From an optimization exercise on the open Yosys and OpenROAD flow, aimed at small area; shortcuts taken in it are not production practice.
Only simulation tests tie the RTL to the original design; equivalence was not proved.
Power and IR drop assume default switching activity.

==> design/flow/flow/run.sh <==
#!/bin/bash
# Layout: the standard flow (standard.sh, standard synthesis unchanged) with
#  - each combinational gate downsized to its smallest-area variant after floorplan
#    (flow/downsize.tcl; later repair steps still fix slew, capacitance and timing),
#  - buf_1 as the cell that buffers each input and output port,
#  - power recovery (downsizing of cells with slack) after global routing,
#  - CTS with clkbuf_8 and without dummy loads.
# make's full output goes to flow_make.log in the work folder; ORFS's per-step
# logs are under orfs/logs/.
set -euo pipefail
bash standard.sh \
  POST_FLOORPLAN_TCL="$PWD/flow/downsize.tcl" \
  BUFFER_PORTS_ARGS="-buffer_cell sky130_fd_sc_hd__buf_1" \
  RECOVER_POWER=100 \
  CTS_ARGS="-sink_clustering_enable -repair_clock_nets -buf_list sky130_fd_sc_hd__clkbuf_8 -dont_use_dummy_load" \
  finish > flow_make.log 2>&1
==> design/flow/flow/downsize.tcl <==
set n 0
set saved 0.0
foreach inst [get_cells *] {
  set master [get_property $inst ref_name]
  if {![regexp {^(sky130_fd_sc_hd__)([a-z0-9]+)_([0-9]+)$} $master -> pfx base drive]} { continue }
  if {[regexp {^(df|edf|sdf|sedf|dl|buf|clk|conb|tap|fill|decap|diode|ebuf|einv|lpflow|probe|dlygate|dlymetal)} $base]} { continue }
  # leave gates that drive many pins at their size
  set fo 0
  foreach opin [get_pins -of_objects $inst -filter "direction==output"] {
    set net [get_nets -of_objects $opin]
    if {$net ne ""} { set fo [expr {$fo + [llength [get_pins -of_objects $net -filter "direction==input"]]}] }
  }
  if {$fo > 6} { continue }
  set best ""
  set best_area 1e9
  foreach lc [get_lib_cells "*/${pfx}${base}_*"] {
    set lname [get_property $lc name]
    if {![regexp "^${pfx}${base}_\[0-9\]+\$" $lname]} { continue }
    if {[get_property $lc dont_use]} { continue }
    set a [get_property $lc area]
    if {$a < $best_area} { set best_area $a; set best $lname }
  }
  set cur_area [get_property [get_lib_cells "*/$master"] area]
  if {$best ne "" && $best ne $master && $best_area < $cur_area} {
    replace_cell $inst [get_lib_cells "*/$best"]
    incr n
    set saved [expr {$saved + $cur_area - $best_area}]
  }
}
puts "downsize.tcl: resized $n instances, saved [format %.1f $saved] um^2"
==> design/flow/standard.sh <==
#!/bin/bash
# synth_recipe.tcl (not shown) runs the flow's synth.tcl, then flattens the netlist and writes it again
# the make line also repeats each setting of config.mk as NAME=value (left out here)
make -C /OpenROAD-flow-scripts/flow DESIGN_CONFIG=/design/flow/config.mk WORK_HOME=/design/flow/orfs CLKGATE_MAP_FILE= SYNTH_SCRIPT=/design/flow/synth_recipe.tcl "${@:-finish}"
==> design/flow/config.mk <==
export PLATFORM = sky130hd
export DESIGN_NAME = Main
export DESIGN_NICKNAME = Main
export VERILOG_FILES = /design/flow/design.v
export SDC_FILE = /design/flow/constraint.sdc
export NUM_CORES = 4
export LEC_CHECK = 0
export CAP_MARGIN = 10
export CORE_MARGIN = 2
export CORE_UTILIZATION = 60
export CTS_BUF_LIST = sky130_fd_sc_hd__clkbuf_8
export SLEW_MARGIN = 10
export SYNTH_HIERARCHICAL = 1
export SYNTH_MINIMUM_KEEP_SIZE = 0
==> design/flow/constraint.sdc <==
create_clock -name core_clock -period 10.0 [get_ports {CLOCK_SIGNAL_IN}]
set_input_delay 2.0000 -clock core_clock [delete_from_list [all_inputs] [get_ports {CLOCK_SIGNAL_IN}]]
set_output_delay 2.0000 -clock core_clock [all_outputs]
set_load 0.01 [all_outputs]
==> design/flow/design.v <==
module CRC(input [14:0] q, input f, input [63:0] d, output [14:0] c);
  wire [14:0] m = ~(q | {15{f}});
  wire [231:0] x;
  XOR2 g0(d[39], d[47], x[0]);
  XOR2 g1(m[4], d[53], x[1]);
  XOR2 g2(d[2], x[0], x[2]);
  XOR2 g3(d[21], d[45], x[3]);
  XOR2 g4(m[6], d[55], x[4]);
  XOR2 g5(d[40], x[2], x[5]);
  XOR2 g6(m[2], d[51], x[6]);
  XOR2 g7(d[13], d[35], x[7]);
  XOR2 g8(d[6], d[12], x[8]);
  XOR2 g9(d[42], x[4], x[9]);
  XOR2 g10(m[7], d[56], x[10]);
  XOR2 g11(d[3], d[23], x[11]);
  XOR2 g12(m[10], d[59], x[12]);
  XOR2 g13(d[9], d[29], x[13]);
  XOR2 g14(d[25], d[43], x[14]);
  XOR2 g15(m[5], d[54], x[15]);
  XOR2 g16(m[9], d[58], x[16]);
  XOR2 g17(d[26], d[32], x[17]);
  XOR2 g18(d[31], x[5], x[18]);
  XOR2 g19(m[3], d[52], x[19]);
  XOR2 g20(x[6], x[12], x[20]);
  XOR2 g21(d[0], x[16], x[21]);
  XOR2 g22(d[10], x[3], x[22]);
  XOR2 g23(d[28], d[37], x[23]);
  XOR2 g24(d[1], d[46], x[24]);
  XOR2 g25(x[10], x[19], x[25]);
  XOR2 g26(d[60], x[18], x[26]);
  XOR2 g27(d[7], d[16], x[27]);
  XOR2 g28(d[15], x[7], x[28]);
  XOR2 g29(m[1], d[50], x[29]);
  XOR2 g30(d[18], x[1], x[30]);
  XOR2 g31(m[13], d[62], x[31]);
  XOR2 g32(d[22], x[15], x[32]);
  XOR2 g33(m[11], x[11], x[33]);
  XOR2 g34(d[41], d[44], x[34]);
  XOR2 g35(x[26], x[33], x[35]);
  XOR2 g36(d[20], d[30], x[36]);
  XOR2 g37(m[14], d[14], x[37]);
  XOR2 g38(x[9], x[21], x[38]);
  XOR2 g39(d[48], x[8], x[39]);
  XOR2 g40(d[17], x[31], x[40]);
  XOR2 g41(x[13], x[24], x[41]);
  XOR2 g42(d[19], x[29], x[42]);
  XOR2 g43(m[8], d[57], x[43]);
  XOR2 g44(x[17], x[28], x[44]);
  XOR2 g45(d[8], x[1], x[45]);
  XOR2 g46(d[4], x[40], x[46]);
  XOR2 g47(d[63], x[37], x[47]);
  XOR2 g48(d[33], x[27], x[48]);
  XOR2 g49(d[24], x[23], x[49]);
  XOR2 g50(d[38], x[14], x[50]);
  XOR2 g51(d[43], x[49], x[51]);
  XOR2 g52(x[35], x[45], x[52]);
  XOR2 g53(d[11], x[43], x[53]);
  XOR2 g54(x[30], x[48], x[54]);
  XOR2 g55(m[12], d[2], x[55]);
  XOR2 g56(d[5], x[20], x[56]);
  XOR2 g57(x[9], x[53], x[57]);
  XOR2 g58(x[32], x[50], x[58]);
  XOR2 g59(d[61], x[55], x[59]);
  XOR2 g60(x[34], x[41], x[60]);
  XOR2 g61(m[0], d[49], x[61]);
  XOR2 g62(d[38], x[38], x[62]);
  XOR2 g63(d[10], x[56], x[63]);
  XOR2 g64(x[11], x[36], x[64]);
  XOR2 g65(x[22], x[44], x[65]);
  XOR2 g66(d[27], x[46], x[66]);
  XOR2 g67(d[34], x[64], x[67]);
  XOR2 g68(d[24], x[25], x[68]);
  XOR2 g69(d[29], d[34], x[69]);
  XOR2 g70(d[1], x[54], x[70]);
  XOR2 g71(x[25], x[61], x[71]);
  XOR2 g72(d[28], x[59], x[72]);
  XOR2 g73(d[42], x[30], x[73]);
  XOR2 g74(x[6], x[62], x[74]);
  XOR2 g75(x[39], x[57], x[75]);
  XOR2 g76(x[34], x[75], x[76]);
  XOR2 g77(d[20], x[66], x[77]);
  XOR2 g78(x[39], x[51], x[78]);
  XOR2 g79(d[4], x[22], x[79]);
  XOR2 g80(d[39], x[42], x[80]);
  XOR2 g81(d[37], x[0], x[81]);
  XOR2 g82(x[20], x[44], x[82]);
  XOR2 g83(x[8], x[32], x[83]);
  XOR2 g84(d[33], x[60], x[84]);
  XOR2 g85(d[9], d[27], x[85]);
  XOR2 g86(d[36], x[17], x[86]);
  XOR2 g87(d[32], x[70], x[87]);
  XOR2 g88(d[44], x[85], x[88]);
  XOR2 g89(x[3], x[52], x[89]);
  XOR2 g90(x[14], x[77], x[90]);
  XOR2 g91(d[16], x[47], x[91]);
  XOR2 g92(x[36], x[63], x[92]);
  XOR2 g93(x[10], x[46], x[93]);
  XOR2 g94(x[13], x[42], x[94]);
  XOR2 g95(d[11], d[13], x[95]);
  XOR2 g96(x[47], x[58], x[96]);
  XOR2 g97(x[56], x[94], x[97]);
  XOR2 g98(d[34], x[72], x[98]);
  XOR2 g99(x[19], x[91], x[99]);
  XOR2 g100(x[35], x[82], x[100]);
  XOR2 g101(x[23], x[76], x[101]);
  XOR2 g102(d[31], d[46], x[102]);
  XOR2 g103(d[35], x[73], x[103]);
  XOR2 g104(d[18], d[45], x[104]);
  XOR2 g105(x[71], x[73], x[105]);
  XOR2 g106(d[25], x[99], x[106]);
  XOR2 g107(x[79], x[86], x[107]);
  XOR2 g108(x[13], x[78], x[108]);
  XOR2 g109(d[30], x[29], x[109]);
  XOR2 g110(x[4], x[60], x[110]);
  XOR2 g111(x[49], x[95], x[111]);
  XOR2 g112(d[26], x[68], x[112]);
  XOR2 g113(d[7], x[92], x[113]);
  XOR2 g114(d[6], x[16], x[114]);
  XOR2 g115(x[45], x[79], x[115]);
  XOR2 g116(d[0], x[67], x[116]);
  XOR2 g117(x[21], x[103], x[117]);
  XOR2 g118(d[42], x[50], x[118]);
  XOR2 g119(d[27], x[92], x[119]);
  XOR2 g120(x[90], x[114], x[120]);
  XOR2 g121(d[13], x[98], x[121]);
  XOR2 g122(x[61], x[82], x[122]);
  XOR2 g123(d[23], x[24], x[123]);
  XOR2 g124(d[3], x[102], x[124]);
  XOR2 g125(x[12], x[69], x[125]);
  XOR2 g126(d[26], x[76], x[126]);
  XOR2 g127(d[4], x[7], x[127]);
  XOR2 g128(x[74], x[80], x[128]);
  XOR2 g129(x[31], x[88], x[129]);
  XOR2 g130(d[40], x[78], x[130]);
  XOR2 g131(x[28], x[120], x[131]);
  XOR2 g132(x[65], x[106], x[132]);
  XOR2 g133(x[25], x[109], x[133]);
  XOR2 g134(x[84], x[131], x[134]);
  XOR2 g135(x[58], x[110], x[135]);
  XOR2 g136(d[22], x[68], x[136]);
  XOR2 g137(d[19], x[62], x[137]);
  XOR2 g138(d[14], x[119], x[138]);
  XOR2 g139(x[97], x[127], x[139]);
  XOR2 g140(x[15], x[130], x[140]);
  XOR2 g141(x[69], x[100], x[141]);
  XOR2 g142(x[128], x[140], x[142]);
  XOR2 g143(d[24], x[141], x[143]);
  XOR2 g144(d[11], x[89], x[144]);
  XOR2 g145(x[94], x[116], x[145]);
  XOR2 g146(x[3], x[143], x[146]);
  XOR2 g147(d[7], x[146], x[147]);
  XOR2 g148(d[20], x[51], x[148]);
  XOR2 g149(x[57], x[96], x[149]);
  XOR2 g150(x[88], x[96], x[150]);
  XOR2 g151(d[22], x[89], x[151]);
  XOR2 g152(x[65], x[136], x[152]);
  XOR2 g153(d[15], x[149], x[153]);
  XOR2 g154(x[59], x[148], x[154]);
  XOR2 g155(x[7], x[154], x[155]);
  XOR2 g156(x[43], x[147], x[156]);
  XOR2 g157(d[39], x[93], x[157]);
  XOR2 g158(x[81], x[145], x[158]);
  XOR2 g159(d[31], x[137], x[159]);
  XOR2 g160(x[48], x[74], x[160]);
  XOR2 g161(x[91], x[144], x[161]);
  XOR2 g162(d[36], x[134], x[162]);
  XOR2 g163(x[123], x[125], x[163]);
  XOR2 g164(d[19], x[117], x[164]);
  XOR2 g165(x[27], x[124], x[165]);
  XOR2 g166(x[67], x[153], x[166]);
  XOR2 g167(d[10], x[157], x[167]);
  XOR2 g168(x[126], x[133], x[168]);
  XOR2 g169(d[12], x[160], x[169]);
  XOR2 g170(x[107], x[150], x[170]);
  XOR2 g171(x[83], x[121], x[171]);
  XOR2 g172(x[72], x[159], x[172]);
  XOR2 g173(x[22], x[168], x[173]);
  XOR2 g174(x[38], x[54], x[174]);
  XOR2 g175(d[41], x[2], x[175]);
  XOR2 g176(x[84], x[132], x[176]);
  XOR2 g177(d[5], x[163], x[177]);
  XOR2 g178(x[8], x[152], x[178]);
  XOR2 g179(x[18], x[162], x[179]);
  XOR2 g180(d[17], x[108], x[180]);
  XOR2 g181(x[12], x[176], x[181]);
  XOR2 g182(x[122], x[165], x[182]);
  XOR2 g183(x[87], x[166], x[183]);
  XOR2 g184(x[5], x[135], x[184]);
  XOR2 g185(x[105], x[155], x[185]);
  XOR2 g186(x[151], x[169], x[186]);
  XOR2 g187(x[139], x[161], x[187]);
  XOR2 g188(x[104], x[179], x[188]);
  XOR2 g189(x[113], x[184], x[189]);
  XOR2 g190(d[21], x[175], x[190]);
  XOR2 g191(x[171], x[174], x[191]);
  XOR2 g192(d[48], x[156], x[192]);
  XOR2 g193(x[90], x[101], x[193]);
  XOR2 g194(x[35], x[138], x[194]);
  XOR2 g195(x[164], x[170], x[195]);
  XOR2 g196(x[41], x[142], x[196]);
  XNOR2 g197(x[83], x[187], x[197]);
  XOR2 g198(x[111], x[186], x[198]);
  XOR2 g199(x[118], x[192], x[199]);
  XOR2 g200(x[81], x[195], x[200]);
  XOR2 g201(x[115], x[196], x[201]);
  XOR2 g202(x[180], x[194], x[202]);
  XOR2 g203(x[182], x[193], x[203]);
  XOR2 g204(x[71], x[95], x[204]);
  XOR2 g205(x[172], x[181], x[205]);
  XOR2 g206(x[52], x[173], x[206]);
  XOR2 g207(x[86], x[191], x[207]);
  XOR2 g208(x[80], x[177], x[208]);
  XOR2 g209(x[87], x[202], x[209]);
  XOR2 g210(x[185], x[208], x[210]);
  XOR2 g211(x[112], x[188], x[211]);
  XOR2 g212(x[93], x[199], x[212]);
  XOR2 g213(x[129], x[198], x[213]);
  XOR2 g214(x[189], x[204], x[214]);
  XOR2 g215(x[183], x[190], x[215]);
  XOR2 g216(x[167], x[207], x[216]);
  XOR2 g217(x[158], x[178], x[217]);
  XOR2 g218(d[14], x[206], x[218]);
  XNOR2 g219(x[203], x[217], x[219]);
  XOR2 g220(x[203], x[209], x[220]);
  XOR2 g221(x[220], x[200], x[221]);
  XOR2 g222(x[221], x[211], x[222]);
  XOR2 g223(x[222], x[201], x[223]);
  XNOR2 g224(x[222], x[210], x[224]);
  XNOR2 g225(x[219], x[216], x[225]);
  XNOR2 g226(x[225], x[214], x[226]);
  XNOR2 g227(x[226], x[215], x[227]);
  XNOR2 g228(x[224], x[218], x[228]);
  XOR2 g229(x[226], x[213], x[229]);
  XOR2 g230(x[203], x[205], x[230]);
  XOR2 g231(x[223], x[212], x[231]);
  assign c[0] = x[230];
  assign c[1] = x[231];
  assign c[2] = x[197];
  assign c[3] = x[221];
  assign c[4] = x[219];
  assign c[5] = x[223];
  assign c[6] = x[225];
  assign c[7] = x[224];
  assign c[8] = x[222];
  assign c[9] = x[226];
  assign c[10] = x[228];
  assign c[11] = x[220];
  assign c[12] = x[227];
  assign c[13] = x[203];
  assign c[14] = x[229];
endmodule
module XOR2(input a, input b, output y);
  assign y = a ^ b;
endmodule
module XNOR2(input a, input b, output y);
  assign y = ~(a ^ b);
endmodule
module OneShot(input pulse, input clk, input rst, output out);
	reg on, hi;
	always @(posedge clk) begin
		on <= ~rst & pulse & ~on & ~hi;
		hi <= ~rst & (on | (hi & pulse));
	end
	assign out = on;
endmodule
module can_tx(
	output tx_buf,
	output can_bitstuff,
	output txing,
	input rx,
	input tx,
	input [10:0] address,
	input [63:0] data,
	input send_data,
	input baud_tick,
	input clk,
	input rst
	);
	localparam IDLE = 7'd44;
	reg [6:0] p;
	reg f;
	reg [14:0] d;
	wire upd;
	wire [14:0] n;
	OneShot os(send_data, clk, rst, upd);
	CRC crc(d, f, data, n);
	wire ones = &n;
	wire en = upd & ~ones;
	wire [14:0] dm_n, dn;
	genvar b;
	generate
		for (b = 0; b < 15; b = b + 1) begin : dreg
			MUX2I m(en, d[b], n[b], dm_n[b]);	 
			NOR2 r(rst, dm_n[b], dn[b]);
		end
	endgenerate
	always @(posedge clk) begin
		d <= dn;
		f <= rst | (upd ? ones : f);
	end
	wire idle = ~p[6] & p[5] & ~p[4] & ~p[1] & ~p[0];
	wire sof_addr = ~p[6] & p[5] & ((~p[4] & (p[1] | p[0])) | (p[4] & (~p[3] | ~(p[2] | p[1] | p[0]))));
	wire eof_last = ~p[6] & ~p[5] & p[4] & p[3];
	assign txing = ~idle;
	assign can_bitstuff = p[6] | (~p[5] & ~p[4] & ~(&p[3:0])) | (p[5] & (p[4] | p[1]));
	wire [7:0] s;
	DEC8 dec(p[2:0], s);
	wire [7:0] dg;
	genvar g, k;
	generate
		for (g = 0; g < 8; g = g + 1) begin : dgrp
			wire [7:0] din;
			for (k = 0; k < 8; k = k + 1) begin : bit_
				assign din[k] = data[63 - 8*g - k];
			end
			SEL8 sel(din, s, dg[g]);
		end
	endgenerate
	wire g0, g1, g6;
	SEL8 sel_c0({d[7], d[8], d[9], d[10], d[11], d[12], d[13], d[14]}, s, g0);
	SEL8 sel_c1({1'b1, d[0], d[1], d[2], d[3], d[4], d[5], d[6]}, s, g1);
	SEL8 sel_a1({address[1], address[2], address[3], address[4],
		address[5], address[6], address[7], address[8]}, s, g6);
	wire g5 = s[4] | (address[10] & s[6]) | (address[9] & s[7]);
	wire g7 = (address[0] & s[0]) | s[4];
	wire nd = p[5] ? (p[4] ? (p[3] ? g7 : g6) : g5) : (p[4] | (p[3] ? g1 : g0));
	assign tx_buf = p[6] ? dg[p[5:3]] : nd;
	wire inc = baud_tick & (~idle | send_data);
	wire load = baud_tick & ((sof_addr & (rx ^ tx)) | eof_last);
	wire ld, ld_n;
	CLR2 ldg(~(load | rst), ld, ld_n);
	wire [7:0] c;
	wire [6:0] sn, pn;
	assign c[0] = inc;
	genvar j;
	generate
		for (j = 0; j < 7; j = j + 1) begin : cnt
			XNOR2 sx(p[j], c[j], sn[j]);		 
			AND2 cx(p[j], c[j], c[j+1]);
			if (IDLE[j]) begin : one
				NAND2 g(ld_n, sn[j], pn[j]);
			end else begin : zero
				NOR2 g(ld, sn[j], pn[j]);
			end
		end
	endgenerate
	always @(posedge clk) p <= pn;
endmodule
module DEC8(input [2:0] a, output [7:0] s);
	assign s[0] = a == 3'd0;
	assign s[1] = a == 3'd1;
	assign s[2] = a == 3'd2;
	assign s[3] = a == 3'd3;
	assign s[4] = a == 3'd4;
	assign s[5] = a == 3'd5;
	assign s[6] = a == 3'd6;
	assign s[7] = a == 3'd7;
endmodule
module SEL8(input [7:0] a, input [7:0] s, output y);
	wire n0, n1, n2;
	AOI222 u0(a[0], s[0], a[1], s[1], a[2], s[2], n0);
	AOI222 u1(a[3], s[3], a[4], s[4], a[5], s[5], n1);
	AOI22 u2(a[6], s[6], a[7], s[7], n2);
	NAND3 u3(n0, n1, n2, y);
endmodule
module AOI222(input a0, input b0, input a1, input b1, input a2, input b2, output y);
	assign y = ~((a0 & b0) | (a1 & b1) | (a2 & b2));
endmodule
module AOI22(input a0, input b0, input a1, input b1, output y);
	assign y = ~((a0 & b0) | (a1 & b1));
endmodule
module NAND3(input a, input b, input c, output y);
	assign y = ~(a & b & c);
endmodule
module tx_container(output tx, input tx_buf, input can_bitstuff, input clk);
	localparam [12:0] POL = 13'h0aaa;
	localparam [12:0] SEED = 13'd34;
	localparam [12:0] C = SEED ^ POL;	 
	reg prev;
	reg [12:0] t;
	reg w;
	wire [12:0] l = t ^ POL;
	wire keep = can_bitstuff & (tx_buf == prev);
	wire m4000 = l[0] & l[1] & l[2] & ~l[3] & ~l[4] & l[5] & ~l[7] & ~l[9] & ~l[11] & ~l[12];
	wire m5000 = l[2] & l[3] & l[4] & l[5] & l[6] & l[7];
	wire clr, clr_n;
	CLR2 cg(keep & ~(w & m5000), clr, clr_n);
	wire [12:0] tn;
	wire fb = ~(l[12] ^ l[0]) ^ POL[0];
	assign tn[0] = clr ? C[0] : fb;
	genvar i;
	generate
		for (i = 1; i < 13; i = i + 1) begin : stage
			if (C[i]) begin : one
				NAND2 g(clr_n, t[i-1], tn[i]);
			end else begin : zero
				NOR2 g(clr, t[i-1], tn[i]);
			end
		end
	endgenerate
	always @(posedge clk) begin
		prev <= tx_buf;
		t <= tn;
		w <= ~clr & (w | m4000);
	end
	assign tx = tx_buf ^ w;
endmodule
module BaudGen(input clk, input rst, output baud_tick);
	localparam [9:0] POL = 10'h2aa;
	localparam [9:0] SEED = 10'd95;
	localparam [9:0] C = SEED ^ POL;
	reg [9:0] s;
	reg half;
	wire [9:0] l = s ^ POL;
	wire last = l[0] & ~l[1] & ~l[3] & l[4] & ~l[5] & ~l[7] & l[8];
	assign baud_tick = last & ~half;
	wire clr, clr_n;
	CLR2 cg(~(rst | last), clr, clr_n);
	wire [9:0] sn;
	wire fb = ~(l[9] ^ l[2]) ^ POL[0];
	assign sn[0] = clr ? C[0] : fb;
	genvar i;
	generate
		for (i = 1; i < 10; i = i + 1) begin : stage
			if (C[i]) begin : one
				NAND2 g(clr_n, s[i-1], sn[i]);
			end else begin : zero
				NOR2 g(clr, s[i-1], sn[i]);
			end
		end
	endgenerate
	always @(posedge clk) begin
		s <= sn;
		half <= ~rst & (half ^ last);
	end
endmodule
module Main(
	output CAN_TX,
	output txing,
	input CAN_RX,
	input RESET,
	input CLOCK_SIGNAL_IN,
	input send_data,
	input [10:0] address,
	input [63:0] transmit_data
	);
	wire baud_tick, tx_buf, can_bitstuff;
	BaudGen baud_calc(CLOCK_SIGNAL_IN, RESET, baud_tick);
	can_tx tx_block(tx_buf, can_bitstuff, txing, CAN_RX, CAN_TX, address,
		transmit_data, send_data, baud_tick, CLOCK_SIGNAL_IN, RESET);
	tx_container stuffer(CAN_TX, tx_buf, can_bitstuff, CLOCK_SIGNAL_IN);
endmodule
module NOR2(input a, input b, output y);
	assign y = ~(a | b);
endmodule
module NAND2(input a, input b, output y);
	assign y = ~(a & b);
endmodule
module CLR2(input a_n, output y, output y_n);
	assign y = ~a_n;
	assign y_n = a_n;
endmodule
module AND2(input a, input b, output y);
	assign y = a & b;
endmodule
module MUX2I(input s, input a, input b, output y);
	assign y = ~(s ? b : a);
endmodule
==> results by group, run 1 <==
Floorplan
  • Initial core utilization: between 60% and 70%
  • Core area: between 0.007 and 0.008 mm2
  • Die Wd: ~90 um
  • # rows: 32
  • Die Y: a little over 90 um
  • Die Area: ~0.0085 mm2
  • Ports: 81

Finish
  • Diode count: 0
  • Final instance area: 0.00494 mm2
  • Syn-to-layout area delta: 6.50%
  • Share of cells above drive strength 1: under 10%
  • Most common cell after layout, fill and taps aside: xor2_1
  • Final nets: between 600 and 700
  • Most frequent cells in the layout: 228 x xor2_1, 78 x buf_1, 54 x nor2_1, 51 x dfxtp_1, 22 x a222oi_1

Setup path
  • CP peak stage delay: just under 0.7 ns
  • Reg-to-Reg Start: tx_block.f$_DFF_P_
  • Crit path max-delay family: XOR/XNOR gates
  • Worst r2r dst: tx_block.d[3]$_DFF_P_
  • CP Max Fanout: 16
  • Worst-path cell chain: clkbuf_1 -> xor2_1 -> xor2_1 -> xor2_1 -> xor2_1 -> xor2_1 -> xor2_1 -> xor2_1 -> xor2_1 -> xor2_1 -> xor2_1 -> xor2_1 -> xor2_1 -> xor2_1 -> xor2_1 -> xor2_1 -> xor2_1 -> nand3_1 -> o41a_1 -> mux2i_1 -> nor2_1
  • CP Capture Type: flop
  • Critical path launch point type: input port
  • CP max-delay cell: o41a_1
  • Most used cell, CP: xor2_1
  • FF-to-FF setup slack: roughly 3.7 ns
  • Worst-case reg-to-reg path depth: 20
  • Required @ worst endpoint: ~10 ns
  • CP arrival: slightly below 8 ns
  • Buf/Inv on CP: 1
  • CP Class: in2reg

CTS
  • Total CTS buffers: 5
  • Clk Latency, worst-skew pair: about 0.31 ns
  • Max clock buf depth: 2
  • Post_cts resized: 0
  • H-tree depth: 2
  • Clk pin slew, worst setup/hold paths: 0.08 ns
  • CTS tree: done
  • Post-CTS Setup Bufs: 0
  • CTS Root Cell: clkbuf_8
  • CTS sink count: approximately 50
  • Hold buffers post-CTS: 0

Power and ir drop
  • Max VDD drop: around 0.00024 V
  • Pwr/cell area: 350 mW/mm2
  • LEAKAGE: 2.07 nW

Global routing
  • Grt ovf: 0
  • First-pass GRT wire length: ~22,000 um
  • GRT Overall Usage: between 30% and 40%
  • Vias in the first global route: 3,941
  • Largest net degree at the start of global routing: 22
  • Antenna violations before repair: 0

Hold path
  • Hold endpoint: baud_calc.s[7]$_DFF_P_
  • Hold WC Path Type: reg2reg
  • Worst hold path depth: 1
  • HP Start: baud_calc.s[6]$_DFF_P_

Outcome
  • Status: finished clean

Drt
  • Vias: around 4,000
  • Wire per inst: around 21 um
  • 1st-iter DRT viols: roughly 560
  • Vias per cell: ~5.9
  • DRC: 0
  • Antenna-violating nets left: 0
  • First-pass DRT Iterations: 8
  • Final WL: between 10,000 and 15,000 um

Yosys
  • Register area share after synthesis: between 20% and 30%
  • Most used flip-flop cell after synthesis: dfxtp_1
  • Synth Net Count: 588
  • Fraction of registers with async set/reset: 0%
  • Post-Syn Area: between 0.004 and 0.005 mm2
  • Synth unique cells: 47
  • Post-synth EDFFs: 0
  • Synthesis-stage register bit count: about 50
  • Cells after synthesis: 508
  • Avg Synthesized Cell Area: around 9.1 um2
  • Synth warn: 10

Timing
  • Setup violations, final: 0
  • RSZ-0062 raised after global routing: false
  • Crit path time final: approximately 7.6 ns
  • Final hold vios: 0
  • Max Clk Rate: around 130 MHz
  • Max-slew headroom: between 30% and 40%
  • Tcrit/Tclk final: between 70 and 80%
  • Fin Clk Skew: about 0.036 ns
  • TNS Setup: 0 ns
  • Pins Over Slew Limit: 0
  • Least-Margin Pin Slew: 1.01 ns

Placement
  • Area after DPL: 0.00488 mm2
  • DP HPWL: between 10,000 and 15,000 um
  • Routability cong.: between 1 and 1.5
  • Buffers on Ports: 80

Job
  • Max-cap violations: 0
-- cell type report --
cell class                 count  area [um2]
tap                          102         128
multi-input combinational    430        3370
inverter                       6        22.5
fill                         697        2670
timing repair buffer          85         334
clock buffer                   5        68.8
sequential                    51        1020
-- synthesized netlist by cell type (2+ instances only) --
master	instances	share of area, %
nand4_1	4	0.54
xnor2_1	16	3.0
o21ai_0	2	0.22
a222oi_1	22	4.7
xor2_1	228	43
nand3_1	14	1.5
nor2b_1	2	0.27
mux4_1	2	1.1
dfxtp_1	51	22
nand2_1	17	1.4
buf_6	2	0.49
nand2b_1	3	0.40
a21oi_1	3	0.32
mux2i_1	15	3.2
and3b_2	3	0.65
a22oi_2	11	3.0
nor2_1	54	4.4
buf_4	18	2.9
and2_1	6	0.81
nor3b_1	3	0.49
inv_1	6	0.49
-- cell families (layout without fill, tap and decap cells) --
group	count (synthesis)	count (layout)	synth area share [%]
AO/OA/AOI/OAI	52	52	10.9
XOR/XNOR	244	244	46.1
adder cells (fa/ha/maj)	1	1	0.270
buffers and inverters	27	96	3.96
flip-flops	51	51	22.0
multiplexers	18	18	4.61
other	1	1	0.0808
AND/OR/NAND/NOR	114	114	12.1
-- through the flow --
| step | instances | setup slack [ns] | hold slack (ns) | total power [mW] | utilization, % |
|---|---|---|---|---|---|
| floorplan | 508 | 3.62 | 0.343 | 1.85 | - |
| global placement | 674 | 2.35 | 0.346 | 1.55 | 64.1 |
| detailed placement | 674 | 2.34 | 0.352 | 1.58 | 64.1 |
| CTS | 679 | 2.59 | 0.357 | 1.70 | 65.0 |
| global route | 679 | 2.19 | 0.390 | 1.84 | 65.0 |
| finish | 679 | 2.42 | 0.359 | 1.73 | 65.0 |
-- power breakdown --
part | switching (mW) | internal, mW | leakage [nW]
Sequential | 0.0155 | 0.223 | 0.415
Clock | 0.0644 | 0.0454 | 0.0359
Combinational | 0.876 | 0.507 | 1.62
Total | 0.956 | 0.776 | 2.07
-- modules after synthesis (local to each module, per instance), a selection --
module	cells	cell area (um2)	copies in the design	flops+latches
AND2	1	6.26	6	0
AOI22	1	12.5	11	0
AOI222	1	10.0	22	0
NAND2	1	3.75	13	0
OneShot	5	63.8	1	2
XNOR2	1	8.76	14	0
can_tx	63	758	1	23
tx_container	28	404	1	15
-- state kept, by name, indices dropped and copies added, names as in the netlist, 7 cells and up --
| signal | cells |
|---|---|
| tx_block.p | 7 |
| tx_block.d | 15 |
| baud_calc.s | 10 |
| stuffer.t | 13 |
-- worst reg2reg max path, delay by kind of cell (launching register included) --
kind	cells	cell delay, ns
XOR/XNOR	15	4.19
flip-flops	1	0.70
AO/OA/AOI/OAI	1	0.69
AND/OR/NAND/NOR	3	0.29
multiplexers	1	0.28
-- worst max path at each step --
stage                       from                endpoint  slack, ns  cells after the start
6_report       transmit_data[39]   tx_block.d[3]$_DFF_P_       2.42                     21
5_1_grt        transmit_data[39]   tx_block.d[3]$_DFF_P_       2.19                     21
4_1_cts        transmit_data[39]   tx_block.d[3]$_DFF_P_       2.59                     19
3_5_place_dp   transmit_data[39]   tx_block.d[3]$_DFF_P_       2.34                     19
3_3_place_gp   transmit_data[39]  tx_block.d[10]$_DFF_P_       2.35                     19
2_1_floorplan  transmit_data[59]   tx_block.d[0]$_DFF_P_       3.62                     20
-- per-layer routing --
metal	part of all wire (%)	vias up	global-route usage, %
met3	10	39	7.97
met5	0	-	0
met2	46	228	55.4
met4	3.8	0	12.6
li1	-	1853	-
met1	40	1890	43.6
==> run 2: changes to the inputs <==
--- a/design/flow/flow/downsize.tcl
+++ b/design/flow/flow/downsize.tcl
@@ -1,3 +1,4 @@
+remove_buffers
 set n 0
 set saved 0.0
 foreach inst [get_cells *] {
==> design/flow/config.mk (replaced) <==
export PLATFORM = sky130hd
export DESIGN_NAME = Main
export DESIGN_NICKNAME = Main
export VERILOG_FILES = /design/flow/design.v
export SDC_FILE = /design/flow/constraint.sdc
export NUM_CORES = 4
export LEC_CHECK = 0
export CAP_MARGIN = 20
export CORE_MARGIN = 2
export CORE_UTILIZATION = 60
export CTS_BUF_LIST = sky130_fd_sc_hd__clkbuf_8
export GPL_TIMING_DRIVEN = 0
export SLEW_MARGIN = 20
export SYNTH_HIERARCHICAL = 1
export SYNTH_MINIMUM_KEEP_SIZE = 0
==> results by group, run 2 <==
Outcome
  • Status: finished clean

Drt
  • Vias: 3,962 (-1.2%)
  • First-pass DRT Iterations: 8 (unchanged)
  • 1st-iter DRT viols: 427 (-23%)
  • DRC: 0 (unchanged)
  • Wire per inst: 20.3 um (-3.0%)
  • Final WL: 13,800 um (-3.1%)
  • Antenna-violating nets left: 0 (unchanged)
  • Vias per cell: 5.84 (-1.1%)

Yosys
  • Synth warn: 10 (unchanged)
  • Post-synth EDFFs: 0 (unchanged)
  • Most frequent cells after synthesis: 228 x xor2_1, 54 x nor2_1, 51 x dfxtp_1, 22 x a222oi_1, 18 x buf_4
  • Top-count cell post-synth: xor2_1
  • Yosys top cell by area: xor2_1
  • Synth unique cells: 47 (unchanged)
  • Register area share after synthesis: 22.0% (unchanged)
  • Avg Synthesized Cell Area: 9.14 um2 (unchanged)
  • Synth Net Count: 588 (unchanged)
  • Synth area leaders: xor2_1 43%, dfxtp_1 22%, a222oi_1 4.7%
  • Most used flip-flop cell after synthesis: dfxtp_1
  • Cells after synthesis: 508 (unchanged)
  • Synthesis-stage register bit count: 51 (unchanged)
  • Fraction of registers with async set/reset: 0% (unchanged)
  • Share of the synthesized area in the top cell type: 43.0% (unchanged)
  • Post-Syn Area: 0.00464 mm2 (unchanged)

Global routing
  • First-pass GRT wire length: 20,800 um (-5.0%)
  • Vias in the first global route: 3,945 (+0.10%)
  • GRT Overall Usage: 32.4% (-1.6 points)
  • Antenna violations before repair: 0 (unchanged)
  • Grt ovf: 0 (unchanged)
  • Largest net degree at the start of global routing: 22 (unchanged)

Timing
  • Setup violations, final: 0 (unchanged)
  • Final hold vios: 0 (unchanged)
  • Max Clk Rate: 127 MHz (-3.6%)
  • Hold WS: 0.368 ns (+0.00937 ns)
  • Tcrit/Tclk final: 78.6% (+2.8 points)
  • Fin Clk Skew: 0.0390 ns (+0.00273 ns)
  • TNS Setup: 0 ns (unchanged)
  • Least-Margin Pin Slew: 1.04 ns (+0.0293 ns)
  • Pins Over Slew Limit: 0 (unchanged)
  • Max-slew headroom: 30.8% (-2.0 points)
  • Worst Slack Setup Final: 2.14 ns (-0.282 ns)
  • Crit path time final: 7.86 ns (+0.282 ns)
  • RSZ-0062 raised after global routing: false

Setup path
  • CP Capture Type: flop
  • CP Max Fanout: 16 (unchanged)
  • Critical path launch point type: input port
  • CP Class: in2reg
  • Required @ worst endpoint: 10.12 ns (about the same)
  • FF-to-FF setup slack: 3.30 ns (-0.35 ns)
  • CP arrival: 7.98 ns (+0.28 ns)

Floorplan
  • Die Area: 0.00845 mm2 (unchanged)
  • Die Wd: 91.9 um (unchanged)
  • Ports: 81 (unchanged)
  • Initial core utilization: 61.0% (unchanged)
  • Core area: 0.00761 mm2 (unchanged)
  • # rows: 32 (unchanged)
  • Die Y: 91.9 um (unchanged)

Power and ir drop
  • Internal power: 0.776 mW (about the same)
  • Combinational cell fraction of total power: 80.3% (+0.4 points)
  • Clk pwr share: 6.3% (about the same)
  • Switching portion of total power: 55.8% (+0.56 points)
  • Overall power: 1.75 mW (+1.3%)
  • Psw: 0.978 mW (+2.3%)
  • Sequential share of power: 13.5% (-0.3 points)
  • Pwr/cell area: 354 mW/mm2 (+0.95%)
  • LEAKAGE: 2.07 nW (about the same)
  • Max VDD drop: 0.000353 V (+49%)

Placement
  • Pre-CTS WS: 2.10 ns (-0.244 ns)
  • Cells after DPL: 673 (-0.15%)
  • Area after DPL: 0.00489 mm2 (+0.23%)
  • DP HPWL: 11,300 um (-0.67%)
  • Routability cong.: 1.05 (+1.0%)
  • Buffers on Ports: 80 (unchanged)

Finish
  • Top Registers: tx_block.d (15), stuffer.t (13), baud_calc.s (10)
  • Syn-to-layout area delta: 6.82%
  • Largest Register: tx_block.d
  • Most frequent cells in the layout: 228 x xor2_1, 77 x buf_1, 54 x nor2_1, 51 x dfxtp_1, 22 x a222oi_1
  • Final Util: 65.2% (+0.20 points)
  • Non-filler cells, final: 678 (-0.15%)
  • Final nets: 658 (-0.15%)
  • Share of cells above drive strength 1: 3.65% (+0.53 points)
  • Final instance area: 0.00496 mm2 (+0.30%)
  • Filler Cell Count: 725 (+4.0%)
  • Max FFs per register: 15 (unchanged)
  • Most common cell after layout, fill and taps aside: xor2_1
  • Diode count: 0 (unchanged)

CTS
  • Hold buffers post-CTS: 0 (unchanged)
  • Clk Latency, worst-skew pair: 0.31 ns (about the same)
  • Max clock buf depth: 2 (unchanged)
  • Total CTS buffers: 5 (unchanged)
  • Post_cts resized: 0 (unchanged)
  • CTS sink count: 51 (unchanged)
  • Post-CTS Setup Bufs: 0 (unchanged)
  • CTS tree: done
  • Clk pin slew, worst setup/hold paths: 0.09 ns (about the same)
  • H-tree depth: 2 (unchanged)
  • CTS Root Cell: clkbuf_8

Hold path
  • Hold WC Path Type: reg2reg

Job
  • Max-cap violations: 0 (unchanged)
run 2: cell counts after synthesis:
Identical to the previous run, type by type.
run 2: worst max-delay path, cell delays in order:
cell      delay, ns
clkbuf_1       0.27
xor2_1         0.33
xor2_1         0.28
xor2_1         0.35
xor2_1         0.50
xor2_1         0.22
xor2_1         0.36
xor2_1         0.26
xor2_1         0.20
xor2_1         0.19
xor2_1         0.35
xor2_1         0.43
xor2_1         0.44
xnor2_1        0.29
xnor2_1        0.20
nand4_1        0.14
o41a_1         0.79
mux2i_1        0.30
nor2_1         0.07
run 2: final timing paths:
kind / end / start / cells past startpoint
worst min-delay path: baud_calc.s[4]$_DFF_P_ / baud_calc.s[3]$_DFF_P_ / 1
worst max-delay path: tx_block.d[3]$_DFF_P_ / transmit_data[39] / 19
worst max register to register: tx_block.d[3]$_DFF_P_ / tx_block.f$_DFF_P_ / 20
worst min register to register: baud_calc.s[4]$_DFF_P_ / baud_calc.s[3]$_DFF_P_ / 1
run 2: power groups by stage:
stage | clock [mW] | sequential [mW] | combinational [mW]
floorplan | 0 | 0.238 | 1.61
global placement | 0 | 0.240 | 1.35
detailed placement | 0 | 0.241 | 1.36
CTS | 0.112 | 0.236 | 1.37
global route | 0.120 | 0.239 | 1.50
finish | 0.110 | 0.236 | 1.41
run 2: area by class of cell:
type / instances / area [um2] / area share (%)
sequential: 51 / 1020 / 20.6
inverter: 6 / 22.5 / 0.454
multi-input combinational: 430 / 3380 / 68.2
timing repair buffer: 84 / 334 / 6.74
tap: 102 / 128 / 2.57
clock buffer: 5 / 68.8 / 1.39
run 2: per-module statistics from Yosys (local to each module, per instance), a selection:
module / flip-flops and latches / cell area, um2
BaudGen: 11 / 280
MUX2I: 0 / 10.0
NAND2: 0 / 3.75
NAND3: 0 / 5.00
NOR2: 0 / 3.75
XNOR2: 0 / 8.76
tx_container: 15 / 404
run 2: per-layer routing:
metal  vias up  track usage [%]  routed length (um)
met5         -                0                   0
met4         0             9.58                 332
met3        28             7.40                1140
met2       171             56.3                6610
met1      1906             39.9                5710
li1       1857                -                   -
run 2: cell families (layout without fill, tap and decap cells):
kind of cell	count (synthesis)	in the layout	share of synthesized area [%]
AOI/OAI and AO/OA	52	52	10.9
xor gates and xnor gates	244	244	46.1
adders and majority gates	1	1	0.270
buffers and inverters	27	95	3.96
DFF	51	51	22.0
muxes	18	18	4.61
other	1	1	0.0808
and+or+nand+nor	114	114	12.1
==> run 3: changes to the inputs <==
--- a/design/flow/flow/downsize.tcl
+++ b/design/flow/flow/downsize.tcl
@@ -1,4 +1,3 @@
-remove_buffers
 set n 0
 set saved 0.0
 foreach inst [get_cells *] {
--- a/design/flow/config.mk
+++ b/design/flow/config.mk
@@ -9,7 +9,6 @@
 export CORE_MARGIN = 2
 export CORE_UTILIZATION = 60
 export CTS_BUF_LIST = sky130_fd_sc_hd__clkbuf_8
-export GPL_TIMING_DRIVEN = 0
 export SLEW_MARGIN = 20
 export SYNTH_HIERARCHICAL = 1
 export SYNTH_MINIMUM_KEEP_SIZE = 0
==> results by group, run 3 <==
Floorplan
  • Die Wd: 91.9 um (unchanged)
  • # rows: 32 (unchanged)
  • Die Area: 0.00845 mm2 (unchanged)
  • Core area: 0.00761 mm2 (unchanged)
  • Initial core utilization: 61.0% (unchanged)
  • Die Y: 91.9 um (unchanged)
  • Ports: 81 (unchanged)

Setup path
  • Worst-case reg-to-reg path depth: 20 (unchanged)
  • CP peak stage delay: 0.69 ns (-0.10 ns)
  • Critical path launch point type: input port
  • Crit path max-delay family: XOR/XNOR gates
  • CP Class: in2reg
  • Worst path depth: 21 (+2)
  • CP Capture Type: flop
  • Reg-to-Reg Start: tx_block.f$_DFF_P_
  • FF-to-FF setup slack: 3.65 ns (+0.35 ns)
  • Required @ worst endpoint: 10.13 ns (about the same)
  • CP arrival: 7.70 ns (-0.28 ns)
  • Worst-path cell chain: clkbuf_1 -> xor2_1 -> xor2_1 -> xor2_1 -> xor2_1 -> xor2_1 -> xor2_1 -> xor2_1 -> xor2_1 -> xor2_1 -> xor2_1 -> xor2_1 -> xor2_1 -> xor2_1 -> xor2_1 -> xor2_1 -> xor2_1 -> nand3_1 -> o41a_1 -> mux2i_1 -> nor2_1
  • CP Max Fanout: 16 (unchanged)
  • CP max-delay cell: o41a_1
  • Buf/Inv on CP: 1 (unchanged)
  • Most used cell, CP: xor2_1
  • Worst r2r dst: tx_block.d[3]$_DFF_P_

Global routing
  • Grt ovf: 0 (unchanged)
  • GRT Overall Usage: 33.9% (+1.6 points)
  • First-pass GRT wire length: 21,900 um (+5.3%)
  • Vias in the first global route: 3,941 (-0.10%)
  • Largest net degree at the start of global routing: 22 (unchanged)
  • Antenna violations before repair: 0 (unchanged)

Timing
  • Setup violations, final: 0 (unchanged)
  • Final hold vios: 0 (unchanged)
  • Max-slew headroom: 32.7% (+2.0 points)
  • Hold WS: 0.359 ns (-0.00937 ns)
  • RSZ-0062 raised after global routing: false
  • Least-Margin Pin Slew: 1.01 ns (-0.0293 ns)
  • Max Clk Rate: 132 MHz (+3.7%)
  • Fin Clk Skew: 0.0363 ns (-0.00273 ns)
  • TNS Setup: 0 ns (unchanged)
  • Tcrit/Tclk final: 75.8% (-2.8 points)
  • Crit path time final: 7.58 ns (-0.282 ns)
  • Pins Over Slew Limit: 0 (unchanged)

Power and ir drop
  • Pwr/cell area: 350 mW/mm2 (-0.94%)
  • LEAKAGE: 2.07 nW (about the same)
  • Overall power: 1.73 mW (-1.2%)
  • Max VDD drop: 0.000236 V (-33%)

Finish
  • Register Area: 0.00102 mm2 (unchanged)
  • Non-filler cells, final: 679 (+0.15%)
  • Largest Register: tx_block.d
  • Max FFs per register: 15 (unchanged)
  • Filler Cell Count: 697 (-3.9%)
  • Diode count: 0 (unchanged)
  • Syn-to-layout area delta: 6.50%
  • Share of cells above drive strength 1: 3.12% (-0.53 points)
  • Top Registers: tx_block.d (15), stuffer.t (13), baud_calc.s (10)
  • Most frequent cells in the layout: 228 x xor2_1, 78 x buf_1, 54 x nor2_1, 51 x dfxtp_1, 22 x a222oi_1
  • Multi-input combinational cell area: 0.00337 mm2 (-0.44%)
  • Final Util: 65.0% (-0.20 points)
  • Final nets: 659 (+0.15%)
  • Most common cell after layout, fill and taps aside: xor2_1

Job
  • Max-cap violations: 0 (unchanged)

Hold path
  • Hold WC Path Type: reg2reg
  • HP Start: baud_calc.s[6]$_DFF_P_
  • Worst hold path depth: 1 (unchanged)
  • Hold endpoint: baud_calc.s[7]$_DFF_P_

Yosys
  • Post-synth EDFFs: 0 (unchanged)
  • Compound-Gate Fraction of Synth Area: 10.9% (unchanged)
  • Cells after synthesis: 508 (unchanged)
  • Synth Net Count: 588 (unchanged)
  • Fraction of registers with async set/reset: 0% (unchanged)
  • Synthesis-stage register bit count: 51 (unchanged)
  • Synth Area in Adders: 0.270% (unchanged)
  • Post-Syn Area: 0.00464 mm2 (unchanged)
  • Most frequent cells after synthesis: 228 x xor2_1, 54 x nor2_1, 51 x dfxtp_1, 22 x a222oi_1, 18 x buf_4
  • Mux cell area share after synthesis: 4.61% (unchanged)
  • Register area share after synthesis: 22.0% (unchanged)
  • Top-count cell post-synth: xor2_1
  • Synth area leaders: xor2_1 43%, dfxtp_1 22%, a222oi_1 4.7%
  • Share of the synthesized area in the top cell type: 43.0% (unchanged)
  • Yosys top cell by area: xor2_1
  • Synth warn: 10 (unchanged)
  • Largest family of logic cells by synthesized area: XOR/XNOR gates
  • Post-Synth XOR/XNOR Area: 46.1% (unchanged)
  • Avg Synthesized Cell Area: 9.14 um2 (unchanged)
  • Simple logic cell fraction of the synthesized area: 12.1% (unchanged)
  • Synth unique cells: 47 (unchanged)
  • Most used flip-flop cell after synthesis: dfxtp_1

Drt
  • Antenna-violating nets left: 0 (unchanged)
  • Vias: 4,010 (+1.2%)
  • Vias per cell: 5.91 (+1.1%)
  • First-pass DRT Iterations: 8 (unchanged)
  • Wire per inst: 21.0 um (+3.1%)
  • Final WL: 14,200 um (+3.2%)
  • DRC: 0 (unchanged)
  • 1st-iter DRT viols: 556 (+30%)

CTS
  • CTS tree: done
  • CTS Root Cell: clkbuf_8
  • CTS sink count: 51 (unchanged)
  • Post_cts resized: 0 (unchanged)
  • Hold buffers post-CTS: 0 (unchanged)
  • Clk Latency, worst-skew pair: 0.31 ns (about the same)
  • Post-CTS Setup Bufs: 0 (unchanged)
  • Total CTS buffers: 5 (unchanged)
  • Max clock buf depth: 2 (unchanged)
  • Clk pin slew, worst setup/hold paths: 0.08 ns (about the same)
  • H-tree depth: 2 (unchanged)

Placement
  • DP HPWL: 11,400 um (+0.68%)
  • Routability cong.: 1.04 (-0.99%)
  • Cells after DPL: 674 (+0.15%)
  • Buffers on Ports: 80 (unchanged)

Outcome
  • Status: finished clean
-- run 3: worst max-delay path by stage --
| stage | startpoint | to | slack (ns) |
|---|---|---|---|
| after floorplan | transmit_data[59] | tx_block.d[0]$_DFF_P_ | 3.62 |
| after global placement | transmit_data[39] | tx_block.d[10]$_DFF_P_ | 2.35 |
| after detailed placement | transmit_data[39] | tx_block.d[3]$_DFF_P_ | 2.34 |
| after CTS | transmit_data[39] | tx_block.d[3]$_DFF_P_ | 2.59 |
| after global routing | transmit_data[39] | tx_block.d[3]$_DFF_P_ | 2.19 |
| final | transmit_data[39] | tx_block.d[3]$_DFF_P_ | 2.42 |
-- run 3: where the power goes --
part / leakage, nW / switching, mW / internal, mW
Clock: 0.0359 / 0.0644 / 0.0454
Combinational: 1.62 / 0.876 / 0.507
Sequential: 0.415 / 0.0155 / 0.223
Total: 2.07 / 0.956 / 0.776
-- run 3: per-layer routing --
layer / track usage, % / wire length [um] / share of wire (%)
met5: 0 / 0 / 0
met4: 12.6 / 546 / 3.8
met3: 7.97 / 1490 / 10
met2: 55.4 / 6570 / 46
met1: 43.6 / 5630 / 40
-- run 3: modules after synthesis (local to each module, per instance), excerpt --
module | flops+latches | cells inside | area, um2 | copies in the design
DEC8 | 0 | 8 | 65.1 | 1
CLR2 | 0 | 2 | 11.3 | 3
CRC | 0 | 31 | 180 | 1
OneShot | 2 | 5 | 63.8 | 1
XNOR2 | 0 | 1 | 8.76 | 14
MUX2I | 0 | 1 | 10.0 | 15
tx_container | 15 | 28 | 404 | 1
XOR2 | 0 | 1 | 8.76 | 225
AOI22 | 0 | 1 | 12.5 | 11
-- run 3: worst register-to-register path, cell delays in order (launching register included) --
cell and delay, ns:
dfxtp_1 0.70, nor2_1 0.12, xor2_1 0.45, xor2_1 0.29, xor2_1 0.28, xor2_1 0.26, xor2_1 0.28, xor2_1 0.20
xor2_1 0.20, xor2_1 0.23, xor2_1 0.19, xor2_1 0.25, xor2_1 0.29, xor2_1 0.32, xor2_1 0.39, xor2_1 0.31
xor2_1 0.25, nand3_1 0.10, o41a_1 0.69, mux2i_1 0.28, nor2_1 0.07
-- run 3: through the flow --
stage	instance area [um2]	setup slack [ns]
after floorplan	4640	3.62
after global placement	4880	2.35
after detailed placement	4880	2.34
after CTS	4950	2.59
after global routing	4940	2.19
final	4940	2.42
-- run 3: cell type report --
type,instances,share of cell area (%)
sequential,51,20.7
inverter,6,0.456
timing repair buffer,85,6.76
multi-input combinational,430,68.2
tap,102,2.58
clock buffer,5,1.39
-- run 3: cells by family (layout without fill, tap and decap cells) --
family / count (synthesis) / count (layout)
other cells: 1 / 1
flops: 51 / 51
mux: 18 / 18
fa+ha+maj: 1 / 1
simple gates: 114 / 114
compound gates: 52 / 52
buf+inv: 27 / 96
xor+xnor: 244 / 244

## what the ideal ports hide
The results above use ideal ports. As a check the final layouts listed here were re-extracted and re-timed, cells and wires unchanged.
Step 1 (the two cells are an assumption about what drives the block):
set clk [get_ports {CLOCK_SIGNAL_IN}]
set_driving_cell -lib_cell sky130_fd_sc_hd__clkbuf_16 $clk
set_driving_cell -lib_cell sky130_fd_sc_hd__buf_2 [delete_from_list [all_inputs] $clk]
Step 2 times the ports against the registers' clock, not the clock port: input delays grow and output delays shrink by t, the midpoint of the rising clock arrivals with the driver on.
Slacks: no drivers / after step 1 / after step 2; pairs: no drivers / after step 1.
run | t (ns) | setup WS [ns] | worst hold slack (ns) | clock arrival spread, ns | worst data-port slew with drivers (ns)
run 1 | 0.328 | 2.424 / 2.431 / 2.103 | 0.359 / 0.359 / 0.359 | 0.037 / 0.036 | 0.04
run 2 | 0.324 | 2.142 / 2.144 / 1.820 | 0.368 / 0.368 / 0.368 | 0.039 / 0.039 | 0.04
run 3 | 0.328 | 2.424 / 2.431 / 2.103 | 0.359 / 0.359 / 0.359 | 0.037 / 0.036 | 0.04
After both steps every run listed still meets setup and hold. The setup slack of run 2, which loses most, moves by +0.002 ns with the drivers and by -0.322 ns with both steps.
